From an optimization exercise on the open Yosys and OpenROAD flow, aimed at small area and a short achievable clock period; shortcuts taken in it are not production practice. In this exercise RTL edits were held to simulation tests only and were not proved equivalent to the original.

==> design.v <==
module pe (
    input wire clk,
    input wire rst,
    input wire [31:0] a,
    input wire [31:0] b,
    output wire [31:0] c
);
  reg [31:0] r0;
  reg [31:6] r1;
  reg [31:16] r2;
  reg [31:26] r3;
  wire [32:0] bx = {b, 1'b0};
  wire [15:0] one, two, neg;
  genvar gi;
  generate
    for (gi = 0; gi < 16; gi = gi + 1) begin : enc
      assign one[gi] = bx[2*gi+1] ^ bx[2*gi];
      assign two[gi] = (bx[2*gi+2] & ~bx[2*gi+1] & ~bx[2*gi]) | (~bx[2*gi+2] & bx[2*gi+1] & bx[2*gi]);
      assign neg[gi] = bx[2*gi+2];
    end
  endgenerate
  wire [31:0] pp0;
  wire x0 = one[0] & a[0];
  wire e0 = neg[0] & ~x0;
  assign pp0[31:1] = ((a[31:1] & {31{one[0]}}) | (a[30:0] & {31{two[0]}})) ^ {31{neg[0]}};
  assign pp0[0] = x0;
  wire [29:0] pp1;
  wire x1 = one[1] & a[0];
  wire e1 = neg[1] & ~x1;
  assign pp1[29:1] = ((a[29:1] & {29{one[1]}}) | (a[28:0] & {29{two[1]}})) ^ {29{neg[1]}};
  assign pp1[0] = x1;
  wire [27:0] pp2;
  wire x2 = one[2] & a[0];
  wire e2 = neg[2] & ~x2;
  assign pp2[27:1] = ((a[27:1] & {27{one[2]}}) | (a[26:0] & {27{two[2]}})) ^ {27{neg[2]}};
  assign pp2[0] = x2;
  wire [25:0] pp3;
  wire x3 = one[3] & a[0];
  wire e3 = neg[3] & ~x3;
  assign pp3[25:1] = ((a[25:1] & {25{one[3]}}) | (a[24:0] & {25{two[3]}})) ^ {25{neg[3]}};
  assign pp3[0] = x3;
  wire [23:0] pp4;
  wire x4 = one[4] & a[0];
  wire e4 = neg[4] & ~x4;
  assign pp4[23:1] = ((a[23:1] & {23{one[4]}}) | (a[22:0] & {23{two[4]}})) ^ {23{neg[4]}};
  assign pp4[0] = x4;
  wire [21:0] pp5;
  wire x5 = one[5] & a[0];
  wire e5 = neg[5] & ~x5;
  assign pp5[21:1] = ((a[21:1] & {21{one[5]}}) | (a[20:0] & {21{two[5]}})) ^ {21{neg[5]}};
  assign pp5[0] = x5;
  wire [19:0] pp6;
  wire x6 = one[6] & a[0];
  wire e6 = neg[6] & ~x6;
  assign pp6[19:1] = ((a[19:1] & {19{one[6]}}) | (a[18:0] & {19{two[6]}})) ^ {19{neg[6]}};
  assign pp6[0] = x6;
  wire [17:0] pp7;
  wire x7 = one[7] & a[0];
  wire e7 = neg[7] & ~x7;
  assign pp7[17:1] = ((a[17:1] & {17{one[7]}}) | (a[16:0] & {17{two[7]}})) ^ {17{neg[7]}};
  assign pp7[0] = x7;
  wire [15:0] pp8;
  wire x8 = one[8] & a[0];
  wire e8 = neg[8] & ~x8;
  assign pp8[15:1] = ((a[15:1] & {15{one[8]}}) | (a[14:0] & {15{two[8]}})) ^ {15{neg[8]}};
  assign pp8[0] = x8;
  wire [13:0] pp9;
  wire x9 = one[9] & a[0];
  wire e9 = neg[9] & ~x9;
  assign pp9[13:1] = ((a[13:1] & {13{one[9]}}) | (a[12:0] & {13{two[9]}})) ^ {13{neg[9]}};
  assign pp9[0] = x9;
  wire [11:0] pp10;
  wire x10 = one[10] & a[0];
  wire e10 = neg[10] & ~x10;
  assign pp10[11:1] = ((a[11:1] & {11{one[10]}}) | (a[10:0] & {11{two[10]}})) ^ {11{neg[10]}};
  assign pp10[0] = x10;
  wire [9:0] pp11;
  wire x11 = one[11] & a[0];
  wire e11 = neg[11] & ~x11;
  assign pp11[9:1] = ((a[9:1] & {9{one[11]}}) | (a[8:0] & {9{two[11]}})) ^ {9{neg[11]}};
  assign pp11[0] = x11;
  wire [7:0] pp12;
  wire x12 = one[12] & a[0];
  wire e12 = neg[12] & ~x12;
  assign pp12[7:1] = ((a[7:1] & {7{one[12]}}) | (a[6:0] & {7{two[12]}})) ^ {7{neg[12]}};
  assign pp12[0] = x12;
  wire [5:0] pp13;
  wire x13 = one[13] & a[0];
  wire e13 = neg[13] & ~x13;
  assign pp13[5:1] = ((a[5:1] & {5{one[13]}}) | (a[4:0] & {5{two[13]}})) ^ {5{neg[13]}};
  assign pp13[0] = x13;
  wire [3:0] pp14;
  wire x14 = one[14] & a[0];
  wire e14 = neg[14] & ~x14;
  assign pp14[3:1] = ((a[3:1] & {3{one[14]}}) | (a[2:0] & {3{two[14]}})) ^ {3{neg[14]}};
  assign pp14[0] = x14;
  wire [1:0] pp15;
  wire x15 = one[15] & a[0];
  wire e15 = neg[15] & ~x15;
  assign pp15[1:1] = ((a[1:1] & {1{one[15]}}) | (a[0:0] & {1{two[15]}})) ^ {1{neg[15]}};
  assign pp15[0] = x15;
  wire s1, k2;
  ha u1 (.a(r0[0]), .b(x0), .s(s1), .co(k2));
  wire s3, k4;
  fa u3 (.a(r0[1]), .b(e0), .c(pp0[1]), .s(s3), .co(k4));
  wire s5, k6;
  ha u5 (.a(k2), .b(s3), .s(s5), .co(k6));
  wire s7, k8;
  fa u7 (.a(r0[2]), .b(pp0[2]), .c(x1), .s(s7), .co(k8));
  wire s9, k10;
  fa u9 (.a(k4), .b(s7), .c(k6), .s(s9), .co(k10));
  wire s11, k12;
  fa u11 (.a(r0[3]), .b(e1), .c(pp0[3]), .s(s11), .co(k12));
  wire s13, k14;
  fa u13 (.a(pp1[1]), .b(k8), .c(s11), .s(s13), .co(k14));
  wire s15, k16;
  ha u15 (.a(s13), .b(k10), .s(s15), .co(k16));
  wire s17, k18;
  fa u17 (.a(r0[4]), .b(pp0[4]), .c(pp1[2]), .s(s17), .co(k18));
  wire s19, k20;
  fa u19 (.a(x2), .b(k12), .c(s17), .s(s19), .co(k20));
  wire s21, k22;
  fa u21 (.a(k14), .b(s19), .c(k16), .s(s21), .co(k22));
  wire s23, k24;
  fa u23 (.a(r0[5]), .b(e2), .c(pp0[5]), .s(s23), .co(k24));
  wire s25, k26;
  fa u25 (.a(pp1[3]), .b(pp2[1]), .c(k18), .s(s25), .co(k26));
  wire s27, k28;
  fa u27 (.a(s23), .b(k20), .c(s25), .s(s27), .co(k28));
  wire s29, k30;
  ha u29 (.a(s27), .b(k22), .s(s29), .co(k30));
  wire s31, k32;
  fa u31 (.a(r0[6]), .b(r1[6]), .c(pp0[6]), .s(s31), .co(k32));
  wire s33, k34;
  fa u33 (.a(pp1[4]), .b(pp2[2]), .c(x3), .s(s33), .co(k34));
  wire s35, k36;
  fa u35 (.a(k24), .b(s31), .c(s33), .s(s35), .co(k36));
  wire s37, k38;
  fa u37 (.a(k26), .b(s35), .c(k28), .s(s37), .co(k38));
  wire s39, k40;
  fa u39 (.a(r0[7]), .b(r1[7]), .c(e3), .s(s39), .co(k40));
  wire s41, k42;
  fa u41 (.a(pp0[7]), .b(pp1[5]), .c(pp2[3]), .s(s41), .co(k42));
  wire s43, k44;
  fa u43 (.a(pp3[1]), .b(s39), .c(k32), .s(s43), .co(k44));
  wire s45, k46;
  fa u45 (.a(k34), .b(s41), .c(s43), .s(s45), .co(k46));
  wire s47, k48;
  ha u47 (.a(k36), .b(s45), .s(s47), .co(k48));
  wire s49, k50;
  fa u49 (.a(r0[8]), .b(r1[8]), .c(pp0[8]), .s(s49), .co(k50));
  wire s51, k52;
  fa u51 (.a(pp1[6]), .b(pp2[4]), .c(pp3[2]), .s(s51), .co(k52));
  wire s53, k54;
  fa u53 (.a(x4), .b(k40), .c(k42), .s(s53), .co(k54));
  wire s55, k56;
  fa u55 (.a(s49), .b(s51), .c(k44), .s(s55), .co(k56));
  wire s57, k58;
  fa u57 (.a(s53), .b(k46), .c(s55), .s(s57), .co(k58));
  wire s59, k60;
  fa u59 (.a(r0[9]), .b(r1[9]), .c(e4), .s(s59), .co(k60));
  wire s61, k62;
  fa u61 (.a(pp0[9]), .b(pp1[7]), .c(pp2[5]), .s(s61), .co(k62));
  wire s63, k64;
  fa u63 (.a(pp3[3]), .b(pp4[1]), .c(s59), .s(s63), .co(k64));
  wire s65, k66;
  fa u65 (.a(k50), .b(k52), .c(s61), .s(s65), .co(k66));
  wire s67, k68;
  fa u67 (.a(s63), .b(k54), .c(s65), .s(s67), .co(k68));
  wire s69, k70;
  ha u69 (.a(k56), .b(s67), .s(s69), .co(k70));
  wire s71, k72;
  fa u71 (.a(r0[10]), .b(r1[10]), .c(pp0[10]), .s(s71), .co(k72));
  wire s73, k74;
  fa u73 (.a(pp1[8]), .b(pp2[6]), .c(pp3[4]), .s(s73), .co(k74));
  wire s75, k76;
  fa u75 (.a(pp4[2]), .b(x5), .c(k60), .s(s75), .co(k76));
  wire s77, k78;
  fa u77 (.a(k62), .b(s71), .c(s73), .s(s77), .co(k78));
  wire s79, k80;
  fa u79 (.a(k64), .b(s75), .c(k66), .s(s79), .co(k80));
  wire s81, k82;
  fa u81 (.a(s77), .b(k68), .c(s79), .s(s81), .co(k82));
  wire s83, k84;
  fa u83 (.a(r0[11]), .b(r1[11]), .c(e5), .s(s83), .co(k84));
  wire s85, k86;
  fa u85 (.a(pp0[11]), .b(pp1[9]), .c(pp2[7]), .s(s85), .co(k86));
  wire s87, k88;
  fa u87 (.a(pp3[5]), .b(pp4[3]), .c(pp5[1]), .s(s87), .co(k88));
  wire s89, k90;
  fa u89 (.a(s83), .b(k72), .c(k74), .s(s89), .co(k90));
  wire s91, k92;
  fa u91 (.a(s85), .b(s87), .c(k76), .s(s91), .co(k92));
  wire s93, k94;
  fa u93 (.a(s89), .b(k78), .c(s91), .s(s93), .co(k94));
  wire s95, k96;
  ha u95 (.a(k80), .b(s93), .s(s95), .co(k96));
  wire s97, k98;
  fa u97 (.a(r0[12]), .b(r1[12]), .c(pp0[12]), .s(s97), .co(k98));
  wire s99, k100;
  fa u99 (.a(pp1[10]), .b(pp2[8]), .c(pp3[6]), .s(s99), .co(k100));
  wire s101, k102;
  fa u101 (.a(pp4[4]), .b(pp5[2]), .c(x6), .s(s101), .co(k102));
  wire s103, k104;
  fa u103 (.a(k84), .b(k86), .c(k88), .s(s103), .co(k104));
  wire s105, k106;
  fa u105 (.a(s97), .b(s101), .c(s99), .s(s105), .co(k106));
  wire s107, k108;
  fa u107 (.a(k90), .b(s103), .c(k92), .s(s107), .co(k108));
  wire s109, k110;
  fa u109 (.a(s105), .b(k94), .c(s107), .s(s109), .co(k110));
  wire s111, k112;
  fa u111 (.a(r0[13]), .b(r1[13]), .c(e6), .s(s111), .co(k112));
  wire s113, k114;
  fa u113 (.a(pp0[13]), .b(pp1[11]), .c(pp2[9]), .s(s113), .co(k114));
  wire s115, k116;
  fa u115 (.a(pp3[7]), .b(pp4[5]), .c(pp5[3]), .s(s115), .co(k116));
  wire s117, k118;
  fa u117 (.a(pp6[1]), .b(s111), .c(k98), .s(s117), .co(k118));
  wire s119, k120;
  fa u119 (.a(k100), .b(k102), .c(s113), .s(s119), .co(k120));
  wire s121, k122;
  fa u121 (.a(s115), .b(k104), .c(s117), .s(s121), .co(k122));
  wire s123, k124;
  fa u123 (.a(k106), .b(s119), .c(s121), .s(s123), .co(k124));
  wire s125, k126;
  ha u125 (.a(k108), .b(s123), .s(s125), .co(k126));
  wire s127, k128;
  fa u127 (.a(r0[14]), .b(r1[14]), .c(pp0[14]), .s(s127), .co(k128));
  wire s129, k130;
  fa u129 (.a(pp1[12]), .b(pp2[10]), .c(pp3[8]), .s(s129), .co(k130));
  wire s131, k132;
  fa u131 (.a(pp4[6]), .b(pp5[4]), .c(pp6[2]), .s(s131), .co(k132));
  wire s133, k134;
  fa u133 (.a(x7), .b(k112), .c(k114), .s(s133), .co(k134));
  wire s135, k136;
  fa u135 (.a(k116), .b(s127), .c(s129), .s(s135), .co(k136));
  wire s137, k138;
  fa u137 (.a(s131), .b(k118), .c(s133), .s(s137), .co(k138));
  wire s139, k140;
  fa u139 (.a(k120), .b(s135), .c(k122), .s(s139), .co(k140));
  wire s141, k142;
  fa u141 (.a(s137), .b(k124), .c(s139), .s(s141), .co(k142));
  wire s143, k144;
  fa u143 (.a(r0[15]), .b(r1[15]), .c(e7), .s(s143), .co(k144));
  wire s145, k146;
  fa u145 (.a(pp0[15]), .b(pp1[13]), .c(pp2[11]), .s(s145), .co(k146));
  wire s147, k148;
  fa u147 (.a(pp3[9]), .b(pp4[7]), .c(pp5[5]), .s(s147), .co(k148));
  wire s149, k150;
  fa u149 (.a(pp6[3]), .b(pp7[1]), .c(s143), .s(s149), .co(k150));
  wire s151, k152;
  fa u151 (.a(k128), .b(k130), .c(k132), .s(s151), .co(k152));
  wire s153, k154;
  fa u153 (.a(s145), .b(s147), .c(s149), .s(s153), .co(k154));
  wire s155, k156;
  fa u155 (.a(k134), .b(k136), .c(s151), .s(s155), .co(k156));
  wire s157, k158;
  fa u157 (.a(s153), .b(k138), .c(s155), .s(s157), .co(k158));
  wire s159, k160;
  ha u159 (.a(k140), .b(s157), .s(s159), .co(k160));
  wire s161, k162;
  fa u161 (.a(r0[16]), .b(r1[16]), .c(r2[16]), .s(s161), .co(k162));
  wire s163, k164;
  fa u163 (.a(s161), .b(pp0[16]), .c(pp1[14]), .s(s163), .co(k164));
  wire s165, k166;
  fa u165 (.a(pp2[12]), .b(pp3[10]), .c(pp4[8]), .s(s165), .co(k166));
  wire s167, k168;
  fa u167 (.a(pp5[6]), .b(pp6[4]), .c(pp7[2]), .s(s167), .co(k168));
  wire s169, k170;
  fa u169 (.a(x8), .b(k144), .c(k146), .s(s169), .co(k170));
  wire s171, k172;
  fa u171 (.a(k148), .b(s163), .c(s165), .s(s171), .co(k172));
  wire s173, k174;
  fa u173 (.a(s167), .b(k150), .c(k152), .s(s173), .co(k174));
  wire s175, k176;
  fa u175 (.a(s169), .b(s171), .c(k154), .s(s175), .co(k176));
  wire s177, k178;
  fa u177 (.a(k156), .b(s173), .c(s175), .s(s177), .co(k178));
  wire s179, k180;
  fa u179 (.a(r0[17]), .b(r1[17]), .c(r2[17]), .s(s179), .co(k180));
  wire s181, k182;
  fa u181 (.a(k162), .b(s179), .c(e8), .s(s181), .co(k182));
  wire s183, k184;
  fa u183 (.a(pp0[17]), .b(pp1[15]), .c(pp2[13]), .s(s183), .co(k184));
  wire s185, k186;
  fa u185 (.a(pp3[11]), .b(pp4[9]), .c(pp5[7]), .s(s185), .co(k186));
  wire s187, k188;
  fa u187 (.a(pp6[5]), .b(pp7[3]), .c(pp8[1]), .s(s187), .co(k188));
  wire s189, k190;
  fa u189 (.a(s181), .b(k164), .c(k166), .s(s189), .co(k190));
  wire s191, k192;
  fa u191 (.a(k168), .b(s183), .c(s185), .s(s191), .co(k192));
  wire s193, k194;
  fa u193 (.a(s187), .b(k170), .c(s189), .s(s193), .co(k194));
  wire s195, k196;
  fa u195 (.a(k172), .b(s191), .c(k174), .s(s195), .co(k196));
  wire s197, k198;
  ha u197 (.a(s193), .b(k176), .s(s197), .co(k198));
  wire s199, k200;
  fa u199 (.a(r0[18]), .b(r1[18]), .c(r2[18]), .s(s199), .co(k200));
  wire s201, k202;
  fa u201 (.a(k180), .b(s199), .c(pp0[18]), .s(s201), .co(k202));
  wire s203, k204;
  fa u203 (.a(pp1[16]), .b(pp2[14]), .c(pp3[12]), .s(s203), .co(k204));
  wire s205, k206;
  fa u205 (.a(pp4[10]), .b(pp5[8]), .c(pp6[6]), .s(s205), .co(k206));
  wire s207, k208;
  fa u207 (.a(pp7[4]), .b(pp8[2]), .c(x9), .s(s207), .co(k208));
  wire s209, k210;
  fa u209 (.a(k182), .b(k184), .c(k186), .s(s209), .co(k210));
  wire s211, k212;
  fa u211 (.a(k188), .b(s201), .c(s203), .s(s211), .co(k212));
  wire s213, k214;
  fa u213 (.a(s205), .b(s207), .c(k190), .s(s213), .co(k214));
  wire s215, k216;
  fa u215 (.a(k192), .b(s209), .c(s211), .s(s215), .co(k216));
  wire s217, k218;
  fa u217 (.a(k194), .b(s213), .c(s215), .s(s217), .co(k218));
  wire s219, k220;
  fa u219 (.a(r0[19]), .b(r1[19]), .c(r2[19]), .s(s219), .co(k220));
  wire s221, k222;
  fa u221 (.a(k200), .b(s219), .c(e9), .s(s221), .co(k222));
  wire s223, k224;
  fa u223 (.a(pp0[19]), .b(pp1[17]), .c(pp2[15]), .s(s223), .co(k224));
  wire s225, k226;
  fa u225 (.a(pp3[13]), .b(pp4[11]), .c(pp5[9]), .s(s225), .co(k226));
  wire s227, k228;
  fa u227 (.a(pp6[7]), .b(pp7[5]), .c(pp8[3]), .s(s227), .co(k228));
  wire s229, k230;
  fa u229 (.a(pp9[1]), .b(s221), .c(k202), .s(s229), .co(k230));
  wire s231, k232;
  fa u231 (.a(k204), .b(k206), .c(k208), .s(s231), .co(k232));
  wire s233, k234;
  fa u233 (.a(s223), .b(s225), .c(s227), .s(s233), .co(k234));
  wire s235, k236;
  fa u235 (.a(k210), .b(s229), .c(k212), .s(s235), .co(k236));
  wire s237, k238;
  fa u237 (.a(s231), .b(s233), .c(k214), .s(s237), .co(k238));
  wire s239, k240;
  ha u239 (.a(k216), .b(s235), .s(s239), .co(k240));
  wire s241, k242;
  fa u241 (.a(r0[20]), .b(r1[20]), .c(r2[20]), .s(s241), .co(k242));
  wire s243, k244;
  fa u243 (.a(k220), .b(s241), .c(pp0[20]), .s(s243), .co(k244));
  wire s245, k246;
  fa u245 (.a(pp1[18]), .b(pp2[16]), .c(pp3[14]), .s(s245), .co(k246));
  wire s247, k248;
  fa u247 (.a(pp4[12]), .b(pp5[10]), .c(pp6[8]), .s(s247), .co(k248));
  wire s249, k250;
  fa u249 (.a(pp7[6]), .b(pp8[4]), .c(pp9[2]), .s(s249), .co(k250));
  wire s251, k252;
  fa u251 (.a(x10), .b(k222), .c(k224), .s(s251), .co(k252));
  wire s253, k254;
  fa u253 (.a(k226), .b(k228), .c(s243), .s(s253), .co(k254));
  wire s255, k256;
  fa u255 (.a(s245), .b(s247), .c(s249), .s(s255), .co(k256));
  wire s257, k258;
  fa u257 (.a(k230), .b(k232), .c(s251), .s(s257), .co(k258));
  wire s259, k260;
  fa u259 (.a(s253), .b(k234), .c(s255), .s(s259), .co(k260));
  wire s261, k262;
  fa u261 (.a(k236), .b(s257), .c(s259), .s(s261), .co(k262));
  wire s263, k264;
  fa u263 (.a(r0[21]), .b(r1[21]), .c(r2[21]), .s(s263), .co(k264));
  wire s265, k266;
  fa u265 (.a(k242), .b(s263), .c(e10), .s(s265), .co(k266));
  wire s267, k268;
  fa u267 (.a(pp0[21]), .b(pp10[1]), .c(pp1[19]), .s(s267), .co(k268));
  wire s269, k270;
  fa u269 (.a(pp2[17]), .b(pp3[15]), .c(pp4[13]), .s(s269), .co(k270));
  wire s271, k272;
  fa u271 (.a(pp5[11]), .b(pp6[9]), .c(pp7[7]), .s(s271), .co(k272));
  wire s273, k274;
  fa u273 (.a(pp8[5]), .b(pp9[3]), .c(s265), .s(s273), .co(k274));
  wire s275, k276;
  fa u275 (.a(k244), .b(k246), .c(k248), .s(s275), .co(k276));
  wire s277, k278;
  fa u277 (.a(k250), .b(s267), .c(s269), .s(s277), .co(k278));
  wire s279, k280;
  fa u279 (.a(s271), .b(s273), .c(k252), .s(s279), .co(k280));
  wire s281, k282;
  fa u281 (.a(k254), .b(s275), .c(k256), .s(s281), .co(k282));
  wire s283, k284;
  fa u283 (.a(s277), .b(k258), .c(s279), .s(s283), .co(k284));
  wire s285, k286;
  ha u285 (.a(k260), .b(s281), .s(s285), .co(k286));
  wire s287, k288;
  fa u287 (.a(r0[22]), .b(r1[22]), .c(r2[22]), .s(s287), .co(k288));
  wire s289, k290;
  fa u289 (.a(k264), .b(s287), .c(pp0[22]), .s(s289), .co(k290));
  wire s291, k292;
  fa u291 (.a(pp10[2]), .b(pp1[20]), .c(pp2[18]), .s(s291), .co(k292));
  wire s293, k294;
  fa u293 (.a(pp3[16]), .b(pp4[14]), .c(pp5[12]), .s(s293), .co(k294));
  wire s295, k296;
  fa u295 (.a(pp6[10]), .b(pp7[8]), .c(pp8[6]), .s(s295), .co(k296));
  wire s297, k298;
  fa u297 (.a(pp9[4]), .b(x11), .c(k266), .s(s297), .co(k298));
  wire s299, k300;
  fa u299 (.a(k268), .b(k270), .c(k272), .s(s299), .co(k300));
  wire s301, k302;
  fa u301 (.a(s289), .b(s291), .c(s293), .s(s301), .co(k302));
  wire s303, k304;
  fa u303 (.a(s295), .b(k274), .c(s297), .s(s303), .co(k304));
  wire s305, k306;
  fa u305 (.a(k276), .b(k278), .c(s299), .s(s305), .co(k306));
  wire s307, k308;
  fa u307 (.a(s301), .b(s303), .c(k280), .s(s307), .co(k308));
  wire s309, k310;
  fa u309 (.a(k282), .b(s305), .c(k286), .s(s309), .co(k310));
  wire s311, k312;
  fa u311 (.a(r0[23]), .b(r1[23]), .c(r2[23]), .s(s311), .co(k312));
  wire s313, k314;
  fa u313 (.a(k288), .b(s311), .c(e11), .s(s313), .co(k314));
  wire s315, k316;
  fa u315 (.a(pp0[23]), .b(pp10[3]), .c(pp11[1]), .s(s315), .co(k316));
  wire s317, k318;
  fa u317 (.a(pp1[21]), .b(pp2[19]), .c(pp3[17]), .s(s317), .co(k318));
  wire s319, k320;
  fa u319 (.a(pp4[15]), .b(pp5[13]), .c(pp6[11]), .s(s319), .co(k320));
  wire s321, k322;
  fa u321 (.a(pp7[9]), .b(pp8[7]), .c(pp9[5]), .s(s321), .co(k322));
  wire s323, k324;
  fa u323 (.a(s313), .b(k290), .c(k292), .s(s323), .co(k324));
  wire s325, k326;
  fa u325 (.a(k294), .b(k296), .c(s315), .s(s325), .co(k326));
  wire s327, k328;
  fa u327 (.a(s317), .b(s319), .c(s321), .s(s327), .co(k328));
  wire s329, k330;
  fa u329 (.a(k298), .b(k300), .c(s323), .s(s329), .co(k330));
  wire s331, k332;
  fa u331 (.a(k302), .b(s325), .c(s327), .s(s331), .co(k332));
  wire s333, k334;
  fa u333 (.a(k304), .b(k306), .c(s329), .s(s333), .co(k334));
  wire s335, k336;
  ha u335 (.a(s331), .b(k308), .s(s335), .co(k336));
  wire s337, k338;
  fa u337 (.a(r0[24]), .b(r1[24]), .c(r2[24]), .s(s337), .co(k338));
  wire s339, k340;
  fa u339 (.a(k312), .b(s337), .c(pp0[24]), .s(s339), .co(k340));
  wire s341, k342;
  fa u341 (.a(pp10[4]), .b(pp11[2]), .c(pp1[22]), .s(s341), .co(k342));
  wire s343, k344;
  fa u343 (.a(pp2[20]), .b(pp3[18]), .c(pp4[16]), .s(s343), .co(k344));
  wire s345, k346;
  fa u345 (.a(pp5[14]), .b(pp6[12]), .c(pp7[10]), .s(s345), .co(k346));
  wire s347, k348;
  fa u347 (.a(pp8[8]), .b(pp9[6]), .c(x12), .s(s347), .co(k348));
  wire s349, k350;
  fa u349 (.a(k314), .b(k316), .c(k318), .s(s349), .co(k350));
  wire s351, k352;
  fa u351 (.a(k320), .b(k322), .c(s339), .s(s351), .co(k352));
  wire s353, k354;
  fa u353 (.a(s341), .b(s343), .c(s345), .s(s353), .co(k354));
  wire s355, k356;
  fa u355 (.a(s347), .b(k324), .c(k326), .s(s355), .co(k356));
  wire s357, k358;
  fa u357 (.a(s349), .b(s351), .c(k328), .s(s357), .co(k358));
  wire s359, k360;
  fa u359 (.a(s353), .b(k330), .c(s355), .s(s359), .co(k360));
  wire s361, k362;
  fa u361 (.a(k332), .b(s357), .c(k334), .s(s361), .co(k362));
  wire s363, k364;
  fa u363 (.a(r0[25]), .b(r1[25]), .c(r2[25]), .s(s363), .co(k364));
  wire s365, k366;
  fa u365 (.a(k338), .b(s363), .c(e12), .s(s365), .co(k366));
  wire s367, k368;
  fa u367 (.a(pp0[25]), .b(pp10[5]), .c(pp11[3]), .s(s367), .co(k368));
  wire s369, k370;
  fa u369 (.a(pp12[1]), .b(pp1[23]), .c(pp2[21]), .s(s369), .co(k370));
  wire s371, k372;
  fa u371 (.a(pp3[19]), .b(pp4[17]), .c(pp5[15]), .s(s371), .co(k372));
  wire s373, k374;
  fa u373 (.a(pp6[13]), .b(pp7[11]), .c(pp8[9]), .s(s373), .co(k374));
  wire s375, k376;
  fa u375 (.a(pp9[7]), .b(s365), .c(k340), .s(s375), .co(k376));
  wire s377, k378;
  fa u377 (.a(k342), .b(k344), .c(k346), .s(s377), .co(k378));
  wire s379, k380;
  fa u379 (.a(k348), .b(s367), .c(s369), .s(s379), .co(k380));
  wire s381, k382;
  fa u381 (.a(s371), .b(s373), .c(k350), .s(s381), .co(k382));
  wire s383, k384;
  fa u383 (.a(k352), .b(s375), .c(s377), .s(s383), .co(k384));
  wire s385, k386;
  fa u385 (.a(k354), .b(s379), .c(k356), .s(s385), .co(k386));
  wire s387, k388;
  fa u387 (.a(s381), .b(k358), .c(s383), .s(s387), .co(k388));
  wire s389, k390;
  ha u389 (.a(s385), .b(k360), .s(s389), .co(k390));
  wire s391, k392;
  fa u391 (.a(r0[26]), .b(r1[26]), .c(r2[26]), .s(s391), .co(k392));
  wire s393, k394;
  fa u393 (.a(r3[26]), .b(k364), .c(s391), .s(s393), .co(k394));
  wire s395, k396;
  fa u395 (.a(s393), .b(pp0[26]), .c(pp10[6]), .s(s395), .co(k396));
  wire s397, k398;
  fa u397 (.a(pp11[4]), .b(pp12[2]), .c(pp1[24]), .s(s397), .co(k398));
  wire s399, k400;
  fa u399 (.a(pp2[22]), .b(pp3[20]), .c(pp4[18]), .s(s399), .co(k400));
  wire s401, k402;
  fa u401 (.a(pp5[16]), .b(pp6[14]), .c(pp7[12]), .s(s401), .co(k402));
  wire s403, k404;
  fa u403 (.a(pp8[10]), .b(pp9[8]), .c(x13), .s(s403), .co(k404));
  wire s405, k406;
  fa u405 (.a(k366), .b(k368), .c(k370), .s(s405), .co(k406));
  wire s407, k408;
  fa u407 (.a(k372), .b(k374), .c(s395), .s(s407), .co(k408));
  wire s409, k410;
  fa u409 (.a(s397), .b(s399), .c(s401), .s(s409), .co(k410));
  wire s411, k412;
  fa u411 (.a(s403), .b(k376), .c(k378), .s(s411), .co(k412));
  wire s413, k414;
  fa u413 (.a(k380), .b(s405), .c(s407), .s(s413), .co(k414));
  wire s415, k416;
  fa u415 (.a(s409), .b(k382), .c(k384), .s(s415), .co(k416));
  wire s417, k418;
  fa u417 (.a(s411), .b(s413), .c(k386), .s(s417), .co(k418));
  wire s419, k420;
  fa u419 (.a(r0[27]), .b(r1[27]), .c(r2[27]), .s(s419), .co(k420));
  wire s421, k422;
  fa u421 (.a(r3[27]), .b(k392), .c(s419), .s(s421), .co(k422));
  wire s423, k424;
  fa u423 (.a(k394), .b(s421), .c(e13), .s(s423), .co(k424));
  wire s425, k426;
  fa u425 (.a(pp0[27]), .b(pp10[7]), .c(pp11[5]), .s(s425), .co(k426));
  wire s427, k428;
  fa u427 (.a(pp12[3]), .b(pp13[1]), .c(pp1[25]), .s(s427), .co(k428));
  wire s429, k430;
  fa u429 (.a(pp2[23]), .b(pp3[21]), .c(pp4[19]), .s(s429), .co(k430));
  wire s431, k432;
  fa u431 (.a(pp5[17]), .b(pp6[15]), .c(pp7[13]), .s(s431), .co(k432));
  wire s433, k434;
  fa u433 (.a(pp8[11]), .b(pp9[9]), .c(s423), .s(s433), .co(k434));
  wire s435, k436;
  fa u435 (.a(k396), .b(k398), .c(k400), .s(s435), .co(k436));
  wire s437, k438;
  fa u437 (.a(k402), .b(k404), .c(s425), .s(s437), .co(k438));
  wire s439, k440;
  fa u439 (.a(s427), .b(s429), .c(s431), .s(s439), .co(k440));
  wire s441, k442;
  fa u441 (.a(s433), .b(k406), .c(k408), .s(s441), .co(k442));
  wire s443, k444;
  fa u443 (.a(s435), .b(k410), .c(s437), .s(s443), .co(k444));
  wire s445, k446;
  fa u445 (.a(s439), .b(k412), .c(k414), .s(s445), .co(k446));
  wire s447, k448;
  ha u447 (.a(s441), .b(s443), .s(s447), .co(k448));
  wire s449, k450;
  fa u449 (.a(r0[28]), .b(r1[28]), .c(r2[28]), .s(s449), .co(k450));
  wire s451, k452;
  fa u451 (.a(r3[28]), .b(k420), .c(s449), .s(s451), .co(k452));
  wire s453, k454;
  fa u453 (.a(k422), .b(s451), .c(pp0[28]), .s(s453), .co(k454));
  wire s455, k456;
  fa u455 (.a(pp10[8]), .b(pp11[6]), .c(pp12[4]), .s(s455), .co(k456));
  wire s457, k458;
  fa u457 (.a(pp13[2]), .b(pp1[26]), .c(pp2[24]), .s(s457), .co(k458));
  wire s459, k460;
  fa u459 (.a(pp3[22]), .b(pp4[20]), .c(pp5[18]), .s(s459), .co(k460));
  wire s461, k462;
  fa u461 (.a(pp6[16]), .b(pp7[14]), .c(pp8[12]), .s(s461), .co(k462));
  wire s463, k464;
  fa u463 (.a(pp9[10]), .b(x14), .c(k424), .s(s463), .co(k464));
  wire s465, k466;
  fa u465 (.a(k426), .b(k428), .c(k430), .s(s465), .co(k466));
  wire s467, k468;
  fa u467 (.a(k432), .b(s453), .c(s455), .s(s467), .co(k468));
  wire s469, k470;
  fa u469 (.a(s457), .b(s459), .c(s461), .s(s469), .co(k470));
  wire s471, k472;
  fa u471 (.a(k434), .b(s463), .c(k436), .s(s471), .co(k472));
  wire s473, k474;
  fa u473 (.a(k438), .b(s465), .c(k440), .s(s473), .co(k474));
  wire s475, k476;
  fa u475 (.a(s467), .b(s469), .c(k442), .s(s475), .co(k476));
  wire s477, k478;
  fa u477 (.a(s471), .b(k444), .c(s473), .s(s477), .co(k478));
  wire s479, k480;
  fa u479 (.a(r0[29]), .b(r1[29]), .c(r2[29]), .s(s479), .co(k480));
  wire s481, k482;
  fa u481 (.a(r3[29]), .b(k450), .c(s479), .s(s481), .co(k482));
  wire s483, k484;
  fa u483 (.a(k452), .b(s481), .c(e14), .s(s483), .co(k484));
  wire s485, k486;
  fa u485 (.a(pp0[29]), .b(pp10[9]), .c(pp11[7]), .s(s485), .co(k486));
  wire s487, k488;
  fa u487 (.a(pp12[5]), .b(pp13[3]), .c(pp14[1]), .s(s487), .co(k488));
  wire s489, k490;
  fa u489 (.a(pp1[27]), .b(pp2[25]), .c(pp3[23]), .s(s489), .co(k490));
  wire s491, k492;
  fa u491 (.a(pp4[21]), .b(pp5[19]), .c(pp6[17]), .s(s491), .co(k492));
  wire s493, k494;
  fa u493 (.a(pp7[15]), .b(pp8[13]), .c(pp9[11]), .s(s493), .co(k494));
  wire s495, k496;
  fa u495 (.a(s483), .b(k454), .c(k456), .s(s495), .co(k496));
  wire s497, k498;
  fa u497 (.a(k458), .b(k460), .c(k462), .s(s497), .co(k498));
  wire s499, k500;
  fa u499 (.a(s485), .b(s487), .c(s489), .s(s499), .co(k500));
  wire s501, k502;
  fa u501 (.a(s491), .b(s493), .c(k464), .s(s501), .co(k502));
  wire s503, k504;
  fa u503 (.a(k466), .b(s495), .c(k468), .s(s503), .co(k504));
  wire s505, k506;
  fa u505 (.a(s497), .b(k470), .c(s499), .s(s505), .co(k506));
  wire s507, k508;
  fa u507 (.a(s501), .b(k472), .c(k474), .s(s507), .co(k508));
  wire s509, k510;
  ha u509 (.a(s503), .b(s505), .s(s509), .co(k510));
  wire s511, k512;
  fa u511 (.a(r0[30]), .b(r1[30]), .c(r2[30]), .s(s511), .co(k512));
  wire s513, k514;
  fa u513 (.a(r3[30]), .b(k480), .c(s511), .s(s513), .co(k514));
  wire s515, k516;
  fa u515 (.a(k482), .b(s513), .c(pp0[30]), .s(s515), .co(k516));
  wire s517, k518;
  fa u517 (.a(pp10[10]), .b(pp11[8]), .c(pp12[6]), .s(s517), .co(k518));
  wire s519, k520;
  fa u519 (.a(pp13[4]), .b(pp14[2]), .c(pp1[28]), .s(s519), .co(k520));
  wire s521, k522;
  fa u521 (.a(pp2[26]), .b(pp3[24]), .c(pp4[22]), .s(s521), .co(k522));
  wire s523, k524;
  fa u523 (.a(pp5[20]), .b(pp6[18]), .c(pp7[16]), .s(s523), .co(k524));
  wire s525, k526;
  fa u525 (.a(pp8[14]), .b(pp9[12]), .c(x15), .s(s525), .co(k526));
  wire s527, k528;
  fa u527 (.a(k484), .b(k486), .c(k488), .s(s527), .co(k528));
  wire s529, k530;
  fa u529 (.a(k490), .b(k492), .c(k494), .s(s529), .co(k530));
  wire s531, k532;
  fa u531 (.a(s515), .b(s517), .c(s519), .s(s531), .co(k532));
  wire s533, k534;
  fa u533 (.a(s521), .b(s523), .c(s525), .s(s533), .co(k534));
  wire s535, k536;
  fa u535 (.a(k496), .b(k498), .c(s527), .s(s535), .co(k536));
  wire s537, k538;
  fa u537 (.a(s529), .b(k500), .c(k502), .s(s537), .co(k538));
  wire s539, k540;
  fa u539 (.a(s531), .b(s533), .c(k504), .s(s539), .co(k540));
  wire s541, k542;
  fa u541 (.a(s535), .b(k506), .c(s537), .s(s541), .co(k542));
  wire s543, k544;
  fa u543 (.a(r0[31]), .b(r1[31]), .c(r2[31]), .s(s543), .co(k544));
  wire s545, k546;
  fa u545 (.a(r3[31]), .b(k512), .c(s543), .s(s545), .co(k546));
  wire s547, k548;
  fa u547 (.a(k514), .b(s545), .c(e15), .s(s547), .co(k548));
  wire s549, k550;
  fa u549 (.a(pp0[31]), .b(pp10[11]), .c(pp11[9]), .s(s549), .co(k550));
  wire s551, k552;
  fa u551 (.a(pp12[7]), .b(pp13[5]), .c(pp14[3]), .s(s551), .co(k552));
  wire s553, k554;
  fa u553 (.a(pp15[1]), .b(pp1[29]), .c(pp2[27]), .s(s553), .co(k554));
  wire s555, k556;
  fa u555 (.a(pp3[25]), .b(pp4[23]), .c(pp5[21]), .s(s555), .co(k556));
  wire s557, k558;
  fa u557 (.a(pp6[19]), .b(pp7[17]), .c(pp8[15]), .s(s557), .co(k558));
  wire s559, k560;
  fa u559 (.a(pp9[13]), .b(s547), .c(k516), .s(s559), .co(k560));
  wire s561, k562;
  fa u561 (.a(k518), .b(k520), .c(k522), .s(s561), .co(k562));
  wire s563, k564;
  fa u563 (.a(k524), .b(k526), .c(s549), .s(s563), .co(k564));
  wire s565, k566;
  fa u565 (.a(s551), .b(s553), .c(s555), .s(s565), .co(k566));
  wire s567, k568;
  fa u567 (.a(s557), .b(k528), .c(k530), .s(s567), .co(k568));
  wire s569, k570;
  fa u569 (.a(s559), .b(k532), .c(s561), .s(s569), .co(k570));
  wire s571, k572;
  fa u571 (.a(k534), .b(s563), .c(s565), .s(s571), .co(k572));
  wire s573, k574;
  fa u573 (.a(k536), .b(s567), .c(k538), .s(s573), .co(k574));
  wire s575, k576;
  ha u575 (.a(s569), .b(s571), .s(s575), .co(k576));
  wire [31:0] n0;
  wire [31:6] n1;
  wire [31:16] n2;
  wire [31:26] n3;
  assign n0[0] = s1;
  assign n0[1] = s5;
  assign n0[2] = s9;
  assign n0[3] = s15;
  assign n0[4] = s21;
  assign n0[5] = s29;
  assign n0[6] = s37;
  assign n1[6] = k30;
  assign n0[7] = s47;
  assign n1[7] = k38;
  assign n0[8] = k48;
  assign n1[8] = s57;
  assign n0[9] = k58;
  assign n1[9] = s69;
  assign n0[10] = k70;
  assign n1[10] = s81;
  assign n0[11] = k82;
  assign n1[11] = s95;
  assign n0[12] = k96;
  assign n1[12] = s109;
  assign n0[13] = k110;
  assign n1[13] = s125;
  assign n0[14] = k126;
  assign n1[14] = s141;
  assign n0[15] = k142;
  assign n1[15] = s159;
  assign n0[16] = k158;
  assign n1[16] = s177;
  assign n2[16] = k160;
  assign n0[17] = s195;
  assign n1[17] = s197;
  assign n2[17] = k178;
  assign n0[18] = k196;
  assign n1[18] = k198;
  assign n2[18] = s217;
  assign n0[19] = s237;
  assign n1[19] = s239;
  assign n2[19] = k218;
  assign n0[20] = k238;
  assign n1[20] = k240;
  assign n2[20] = s261;
  assign n0[21] = s285;
  assign n1[21] = s283;
  assign n2[21] = k262;
  assign n0[22] = s307;
  assign n1[22] = k284;
  assign n2[22] = s309;
  assign n0[23] = s333;
  assign n1[23] = s335;
  assign n2[23] = k310;
  assign n0[24] = k336;
  assign n1[24] = s359;
  assign n2[24] = s361;
  assign n0[25] = s387;
  assign n1[25] = s389;
  assign n2[25] = k362;
  assign n0[26] = k388;
  assign n1[26] = s415;
  assign n2[26] = k390;
  assign n3[26] = s417;
  assign n0[27] = k416;
  assign n1[27] = s447;
  assign n2[27] = s445;
  assign n3[27] = k418;
  assign n0[28] = k448;
  assign n1[28] = k446;
  assign n2[28] = s475;
  assign n3[28] = s477;
  assign n0[29] = k476;
  assign n1[29] = s507;
  assign n2[29] = k478;
  assign n3[29] = s509;
  assign n0[30] = k508;
  assign n1[30] = k510;
  assign n2[30] = s539;
  assign n3[30] = s541;
  assign n0[31] = k540;
  assign n1[31] = s575;
  assign n2[31] = s573;
  assign n3[31] = k542;
  always @(posedge clk or posedge rst) begin
    if (rst) begin
      r0 <= 32'd0;
      r1 <= 26'd0;
      r2 <= 16'd0;
      r3 <= 6'd0;
    end else begin
      r0 <= n0;
      r1 <= n1;
      r2 <= n2;
      r3 <= n3;
    end
  end
  assign c[5:0] = r0[5:0];
  wire s100001, k100002;
  fa u100001 (.a(r0[16]), .b(r1[16]), .c(r2[16]), .s(s100001), .co(k100002));
  wire s100003, k100004;
  fa u100003 (.a(r0[17]), .b(r1[17]), .c(r2[17]), .s(s100003), .co(k100004));
  wire s100005, k100006;
  fa u100005 (.a(r0[18]), .b(r1[18]), .c(r2[18]), .s(s100005), .co(k100006));
  wire s100007, k100008;
  fa u100007 (.a(r0[19]), .b(r1[19]), .c(r2[19]), .s(s100007), .co(k100008));
  wire s100009, k100010;
  fa u100009 (.a(r0[20]), .b(r1[20]), .c(r2[20]), .s(s100009), .co(k100010));
  wire s100011, k100012;
  fa u100011 (.a(r0[21]), .b(r1[21]), .c(r2[21]), .s(s100011), .co(k100012));
  wire s100013, k100014;
  fa u100013 (.a(r0[22]), .b(r1[22]), .c(r2[22]), .s(s100013), .co(k100014));
  wire s100015, k100016;
  fa u100015 (.a(r0[23]), .b(r1[23]), .c(r2[23]), .s(s100015), .co(k100016));
  wire s100017, k100018;
  fa u100017 (.a(r0[24]), .b(r1[24]), .c(r2[24]), .s(s100017), .co(k100018));
  wire s100019, k100020;
  fa u100019 (.a(r0[25]), .b(r1[25]), .c(r2[25]), .s(s100019), .co(k100020));
  wire s100021, k100022;
  fa u100021 (.a(r0[26]), .b(r1[26]), .c(r2[26]), .s(s100021), .co(k100022));
  wire s100023, k100024;
  fa u100023 (.a(r3[26]), .b(k100020), .c(s100021), .s(s100023), .co(k100024));
  wire s100025, k100026;
  fa u100025 (.a(r0[27]), .b(r1[27]), .c(r2[27]), .s(s100025), .co(k100026));
  wire s100027, k100028;
  fa u100027 (.a(r3[27]), .b(k100022), .c(s100025), .s(s100027), .co(k100028));
  wire s100029, k100030;
  fa u100029 (.a(r0[28]), .b(r1[28]), .c(r2[28]), .s(s100029), .co(k100030));
  wire s100031, k100032;
  fa u100031 (.a(r3[28]), .b(k100026), .c(s100029), .s(s100031), .co(k100032));
  wire s100033, k100034;
  fa u100033 (.a(r0[29]), .b(r1[29]), .c(r2[29]), .s(s100033), .co(k100034));
  wire s100035, k100036;
  fa u100035 (.a(r3[29]), .b(k100030), .c(s100033), .s(s100035), .co(k100036));
  wire s100037, k100038;
  fa u100037 (.a(r0[30]), .b(r1[30]), .c(r2[30]), .s(s100037), .co(k100038));
  wire s100039, k100040;
  fa u100039 (.a(r3[30]), .b(k100034), .c(s100037), .s(s100039), .co(k100040));
  wire s100041, k100042;
  fa u100041 (.a(r0[31]), .b(r1[31]), .c(r2[31]), .s(s100041), .co(k100042));
  wire s100043, k100044;
  fa u100043 (.a(r3[31]), .b(k100038), .c(s100041), .s(s100043), .co(k100044));
  wire [25:0] ax = {k100040, k100036, k100032, k100028, k100024, s100023, k100018, k100016, k100014, k100012, k100010, k100008, k100006, k100004, k100002, s100001, r0[15], r0[14], r0[13], r0[12], r0[11], r0[10], r0[9], r0[8], r0[7], r0[6]};
  wire [25:0] bxx = {s100043, s100039, s100035, s100031, s100027, 1'b0, s100019, s100017, s100015, s100013, s100011, s100009, s100007, s100005, s100003, 1'b0, r1[15], r1[14], r1[13], r1[12], r1[11], r1[10], r1[9], r1[8], r1[7], r1[6]};
  wire [25:0] p0 = ax ^ bxx;
  wire [25:0] g0 = ax & bxx;
  wire bg1 = g0[1] | (p0[1] & g0[0]);
  wire bg2 = g0[3] | (p0[3] & g0[2]);
  wire bp2 = p0[3] & p0[2];
  wire bg3 = g0[5] | (p0[5] & g0[4]);
  wire bp3 = p0[5] & p0[4];
  wire bg4 = g0[7] | (p0[7] & g0[6]);
  wire bp4 = p0[7] & p0[6];
  wire bg5 = g0[9] | (p0[9] & g0[8]);
  wire bp5 = p0[9] & p0[8];
  wire bg6 = g0[11] | (p0[11] & g0[10]);
  wire bp6 = p0[11] & p0[10];
  wire bg7 = g0[13] | (p0[13] & g0[12]);
  wire bp7 = p0[13] & p0[12];
  wire bg8 = g0[15] | (p0[15] & g0[14]);
  wire bp8 = p0[15] & p0[14];
  wire bg9 = g0[17] | (p0[17] & g0[16]);
  wire bp9 = p0[17] & p0[16];
  wire bg10 = g0[19] | (p0[19] & g0[18]);
  wire bp10 = p0[19] & p0[18];
  wire bg11 = g0[21] | (p0[21] & g0[20]);
  wire bp11 = p0[21] & p0[20];
  wire bg12 = g0[23] | (p0[23] & g0[22]);
  wire bp12 = p0[23] & p0[22];
  wire bg13 = g0[25] | (p0[25] & g0[24]);
  wire bp13 = p0[25] & p0[24];
  wire bg14 = bg2 | (bp2 & bg1);
  wire bg15 = bg4 | (bp4 & bg3);
  wire bp15 = bp4 & bp3;
  wire bg16 = bg6 | (bp6 & bg5);
  wire bp16 = bp6 & bp5;
  wire bg17 = bg8 | (bp8 & bg7);
  wire bp17 = bp8 & bp7;
  wire bg18 = bg10 | (bp10 & bg9);
  wire bp18 = bp10 & bp9;
  wire bg19 = bg12 | (bp12 & bg11);
  wire bp19 = bp12 & bp11;
  wire bg20 = bg15 | (bp15 & bg14);
  wire bg21 = bg17 | (bp17 & bg16);
  wire bp21 = bp17 & bp16;
  wire bg22 = bg19 | (bp19 & bg18);
  wire bp22 = bp19 & bp18;
  wire bg23 = bg21 | (bp21 & bg20);
  wire bg24 = bg22 | (bp22 & bg23);
  wire bg25 = bg16 | (bp16 & bg20);
  wire bg26 = bg18 | (bp18 & bg23);
  wire bg27 = bg3 | (bp3 & bg14);
  wire bg28 = bg5 | (bp5 & bg20);
  wire bg29 = bg7 | (bp7 & bg25);
  wire bg30 = bg9 | (bp9 & bg23);
  wire bg31 = bg11 | (bp11 & bg26);
  wire bg32 = bg13 | (bp13 & bg24);
  wire bg33 = g0[2] | (p0[2] & bg1);
  wire bg34 = g0[4] | (p0[4] & bg14);
  wire bg35 = g0[6] | (p0[6] & bg27);
  wire bg36 = g0[8] | (p0[8] & bg20);
  wire bg37 = g0[10] | (p0[10] & bg28);
  wire bg38 = g0[12] | (p0[12] & bg25);
  wire bg39 = g0[14] | (p0[14] & bg29);
  wire bg40 = g0[16] | (p0[16] & bg23);
  wire bg41 = g0[18] | (p0[18] & bg30);
  wire bg42 = g0[20] | (p0[20] & bg26);
  wire bg43 = g0[22] | (p0[22] & bg31);
  wire bg44 = g0[24] | (p0[24] & bg24);
  assign c[6] = p0[0];
  assign c[7] = p0[1] ^ g0[0];
  assign c[8] = p0[2] ^ bg1;
  assign c[9] = p0[3] ^ bg33;
  assign c[10] = p0[4] ^ bg14;
  assign c[11] = p0[5] ^ bg34;
  assign c[12] = p0[6] ^ bg27;
  assign c[13] = p0[7] ^ bg35;
  assign c[14] = p0[8] ^ bg20;
  assign c[15] = p0[9] ^ bg36;
  assign c[16] = p0[10] ^ bg28;
  assign c[17] = p0[11] ^ bg37;
  assign c[18] = p0[12] ^ bg25;
  assign c[19] = p0[13] ^ bg38;
  assign c[20] = p0[14] ^ bg29;
  assign c[21] = p0[15] ^ bg39;
  assign c[22] = p0[16] ^ bg23;
  assign c[23] = p0[17] ^ bg40;
  assign c[24] = p0[18] ^ bg30;
  assign c[25] = p0[19] ^ bg41;
  assign c[26] = p0[20] ^ bg26;
  assign c[27] = p0[21] ^ bg42;
  assign c[28] = p0[22] ^ bg31;
  assign c[29] = p0[23] ^ bg43;
  assign c[30] = p0[24] ^ bg24;
  assign c[31] = p0[25] ^ bg44;
endmodule
module fa (
    input wire a,
    input wire b,
    input wire c,
    output wire s,
    output wire co
);
  assign s = a ^ b ^ c;
  assign co = (a & b) | (a & c) | (b & c);
endmodule
module ha (
    input wire a,
    input wire b,
    output wire s,
    output wire co
);
  assign s = a ^ b;
  assign co = a & b;
endmodule
==> flow/run.sh <==
#!/bin/bash
set -euo pipefail
export BUFFER_PORTS_ARGS="-buffer_cell sky130_fd_sc_hd__buf_2"
bash standard.sh > standard.log 2>&1
==> standard.sh <==
#!/bin/bash
# synth_recipe.tcl (not shown) runs the flow's synth.tcl, then flattens the netlist and writes it again
# the make line also repeats each setting of config.mk as NAME=value (left out here)
make -C /OpenROAD-flow-scripts/flow DESIGN_CONFIG=/design/flow/config.mk WORK_HOME=/design/flow/orfs CLKGATE_MAP_FILE= SYNTH_SCRIPT=/design/flow/synth_recipe.tcl "${@:-finish}"
==> config.mk <==
export PLATFORM = sky130hd
export DESIGN_NAME = pe
export DESIGN_NICKNAME = pe
export VERILOG_FILES = /design/flow/design.v
export SDC_FILE = /design/flow/constraint.sdc
export NUM_CORES = 4
export LEC_CHECK = 0
export ABC_AREA = 1
export CAP_MARGIN = 20
export CORE_MARGIN = 2
export CORE_UTILIZATION = 40
export CTS_BUF_LIST = sky130_fd_sc_hd__clkbuf_8
export CTS_CLUSTER_SIZE = 30
export SETUP_SLACK_MARGIN = 3.9
export SLEW_MARGIN = 20
export SYNTH_HIERARCHICAL = 1
export TNS_END_PERCENT = 0
==> constraint.sdc <==
create_clock -name core_clock -period 9.0 [get_ports {clk}]
set_input_delay 1.8000 -clock core_clock [delete_from_list [all_inputs] [get_ports {clk}]]
set_output_delay 1.8000 -clock core_clock [all_outputs]
set_load 0.01 [all_outputs]
==> run summary <==
-- timing repair --
item | CTS | global route
gates cloned | 2 | 2
setup buffers | 0 | 16
resized for setup | 38 | 56
endpoints found under the setup margin | 77 | 33
pin swaps | 4 | 9
-- Yosys stat by module (local to each module, per instance) --
| module | area (um2) | cells | times used |
|---|---|---|---|
| ha | 12.5 | 1 | 17 |
| fa | 20.0 | 1 | 293 |
| pe | 8350 | 1026 | 1 |
-- flip-flops by register name, indices dropped and copies added (netlist names) --
name and flops:
r3 6, r1 26, r2 16, r0 32
-- cell families after synthesis --
logic type                 count (synthesis)  synth area share [%]
AOI/OAI and AO/OA                        297                  13.5
xor gates and xnor gates                 269                  16.3
adders and majority gates                344                  45.7
buffers and inverters                    221                  7.19
DFF                                       80                  13.9
and+or+nand+nor                          125                  3.47
-- per-layer routing --
layer / wire (um) / GRT usage, % / share of wire (%) / up-vias
met5: 0 / 0 / 0 / -
met4: 1030 / 6.96 / 2.3 / 0
met3: 4520 / 6.99 / 10 / 64
met2: 20000 / 35.3 / 45 / 618
met1: 18900 / 34.7 / 43 / 5464
li1: - / - / - / 4450
-- synthesized netlist by cell type, types with 4 or more instances --
cell,number
sky130_fd_sc_hd__inv_2,4
sky130_fd_sc_hd__buf_2,61
sky130_fd_sc_hd__inv_1,86
sky130_fd_sc_hd__a21oi_1,9
sky130_fd_sc_hd__buf_1,5
sky130_fd_sc_hd__ha_1,40
sky130_fd_sc_hd__clkinv_1,7
sky130_fd_sc_hd__nor2_2,5
sky130_fd_sc_hd__buf_4,23
sky130_fd_sc_hd__nand2_1,63
sky130_fd_sc_hd__nor2_1,48
sky130_fd_sc_hd__fa_1,304
sky130_fd_sc_hd__xor2_1,263
sky130_fd_sc_hd__clkbuf_1,29
sky130_fd_sc_hd__o21ai_0,19
sky130_fd_sc_hd__o22ai_1,242
sky130_fd_sc_hd__buf_6,6
sky130_fd_sc_hd__xnor2_1,6
sky130_fd_sc_hd__nand2_2,4
sky130_fd_sc_hd__o22ai_2,12
sky130_fd_sc_hd__dfrtp_1,80
sky130_fd_sc_hd__a21oi_2,8
-- area by class of cell --
cell class                 instances  area (um2)  share of cell area (%)
multi-input combinational       1037       11600                    73.9
sequential                        80        2000                    12.7
timing repair buffer             134         948                    6.02
tap                              461         577                    3.66
inverter                          97         378                    2.40
clock buffer                       9         124                   0.786
clock inverter                     6        86.3                   0.548
-- final timing paths --
check / start / end / slack [ns]
max in group asynchronous: rst / r0[15] / 6.46
min in group asynchronous: rst / r3[27] / 1.46
min reg2reg: r0[0] / r0[0] / 0.51
max reg2reg: r0[27] / r3[30] / 5.18
max: b[11] / r2[24] / 3.94
min: r0[0] / r0[0] / 0.51
==> run summary <==
The mean instance size in the synthesized netlist came out at about 11 um2. The setup path with the least slack is of type input port to flip-flop. The residual DRC count came out at 0. The share of synthesized area in the top cell type comes to 42.2%. The tightest min-delay check is of the flip-flop to flip-flop type. The critical path required time is approximately 9.3 ns. The placement row count came out at 69.

The overall die area is 0.0376 mm2. The core region area is roughly 0.036 mm2. The stage delay of the slowest cell on the critical path is 0.49 ns. The routability congestion estimate came out at 0.899.

In this run the number of cells on the critical path is 11. Yosys mapped the design onto 28 distinct sky130hd cell types. The buffering stage count on the worst path with inverters included came out at 2. The maximum number of pins on one net before global-route repair came out at 47.

The endpoint arrival time on the critical path came out at 5.33 ns. The starting density of the core is 40.6%. The sequential area share after synthesis is 13.9%. The number of global-route vias before repair came out at 11,100. The instance count after placement with tap cells included came out at 1,789. The number of hold buffers added after cts is 0. The peak fanout along the critical path came out at 26. Setup total negative slack on the finished layout was measured at 0 ns.

The critical path goes through buf_6, nor2_1, inv_1, nand2_2, o22ai_1, xor2_1, fa_1, fa_1, fa_1, fa_1, fa_1. When the netlist entered floorplanning its net count stood at 1,746. The clock latency at the later pin of the worst-skew pair came out at 0.42 ns. The wire length of the first global-routing pass came out at 68,500 um. The synthesized instance count came out at 1,336. The setup slack after placement is 2.75 ns. TritonCTS created 9 clock buffers. In the finished design, the share of the clock period the worst path needs comes to 56.2%. After legalization and detailed placement, the total HPWL measured 31,600 um. The die is 194 um wide. The worst path needs 5.06 ns of the cycle, external delays included. The number of H-tree levels came out at 3. The first-pass iteration count of the detailed router came out at 8. Among all stages on the critical path, the largest delay is contributed by sky130_fd_sc_hd__fa_1. The number of placed I/O pins is 98. TritonCTS built the clock tree. The number of cells on the worst reg-to-reg path is 7.

Leaving out fill and tap cells, the most frequent cells in the layout are 299 x sky130_fd_sc_hd__fa_1, 260 x sky130_fd_sc_hd__xor2_1, 242 x sky130_fd_sc_hd__o22ai_1. The post-route non-filler standard cell count came out at 1,824. STA classifies the critical path startpoint as an input port. The quantity of I/O buffers inserted on ports is 97.

Counting flops with a built-in enable in the synthesized netlist gives 0. The net count reported at finish came out at 1,769. The fill cell total of the finished layout is about 3,400. By area the synthesized netlist is led by sky130_fd_sc_hd__fa_1 42%, sky130_fd_sc_hd__xor2_1 16%, sky130_fd_sc_hd__dfrtp_1 14%. The starting DRC count in detailed routing came out at 1,187. The max-cap violation count came out at 0. Once detail routing completed, the nets flagged for antenna violations numbered 0. The final core utilization came out at 44.3%. The post-route netlist has ~17% of its cells at a drive strength greater than 1. The placed instance area came out at roughly 0.015 mm2.

Clock skew on the completed layout was measured at ~0.029 ns. The flip-flop and latch count after synthesis came out at 80. The worst setup path is captured at a flip-flop.

The final hold slack is 0.514 ns. Along the worst hold path, the cell count comes to 1. The count of antenna diodes in the layout is 0. The total non-filler cell area in the finished layout is 0.0158 mm2.

Setup repair after global routing could not meet its margin everywhere. Among all flip-flop cells after synthesis, the most frequent one is sky130_fd_sc_hd__dfrtp_1. The number of max-slew violations in the final report came to 0. The number of antenna violations at the first check in global routing is 0. The library cell used most frequently in the layout, excluding fill and tap cells, is sky130_fd_sc_hd__fa_1. The global router's overall resource usage is 24.0%. The transition time at the pin with the least slew margin came out at slightly above 1 ns.

The cell area after synthesis is between 0.01 and 0.015 mm2. The overall routed net length is 44,400 um. The flow ran to the end and the layout has no timing, DRC or antenna violations. The setup-violating endpoint count in the final report is 0. The per-cell routed wire length is between 20 and 25 um. The remaining max-slew budget at the tightest pin came out at 31.4%. The total via count in the routed design came out at 10,600. The clock-pin slew on the worst setup and hold paths is around 0.080 ns. The minimum setup slack in the final design is 3.94 ns. The area added between synthesis and finish came out at 9.26%. The largest total area in the synthesized netlist belongs to sky130_fd_sc_hd__fa_1. The count of final hold-check violations is 0. The deepest clock path buffer count came out at 2. The number of vias per cell is just under 6. Yosys printed 7 warnings.

The fraction of synthesis flops using an asynchronous set or reset pin is 100%. The kind of cell with the highest combined delay along the critical path is adder cells. The cell that appears most often on the critical path is sky130_fd_sc_hd__fa_1. CTS placed an instance of sky130_fd_sc_hd__clkbuf_8 at the clock tree root.

The y dimension of the die is 194 um. The highest attainable clock frequency is 0.198 GHz. The overall overflow remaining after global route came out at 0. CTS saw 80 sinks.

-- separate check: timing with driven ports --
In the flow no input, the clock included, has a driving cell. The finished layout below was timed again as built, in two steps.
Step 1 assumes that a clkbuf_16 drives the clock port and a buf_2 every other input.
Step 2 also shifts input and output timing later by t, the mid clock arrival at the registers, as if the neighbouring blocks saw the same clock.
Three values: no drivers, after step 1, after step 2; two values: the first two.
shift t [ns]: 0.445
setup WS [ns]: 3.944 / 3.916 / 3.494
latest minus earliest clock arrival (ns): 0.029 / 0.028
After both steps this run still meets setup and hold. The setup slack of this run moves by -0.028 ns with the drivers and by -0.450 ns with both steps.
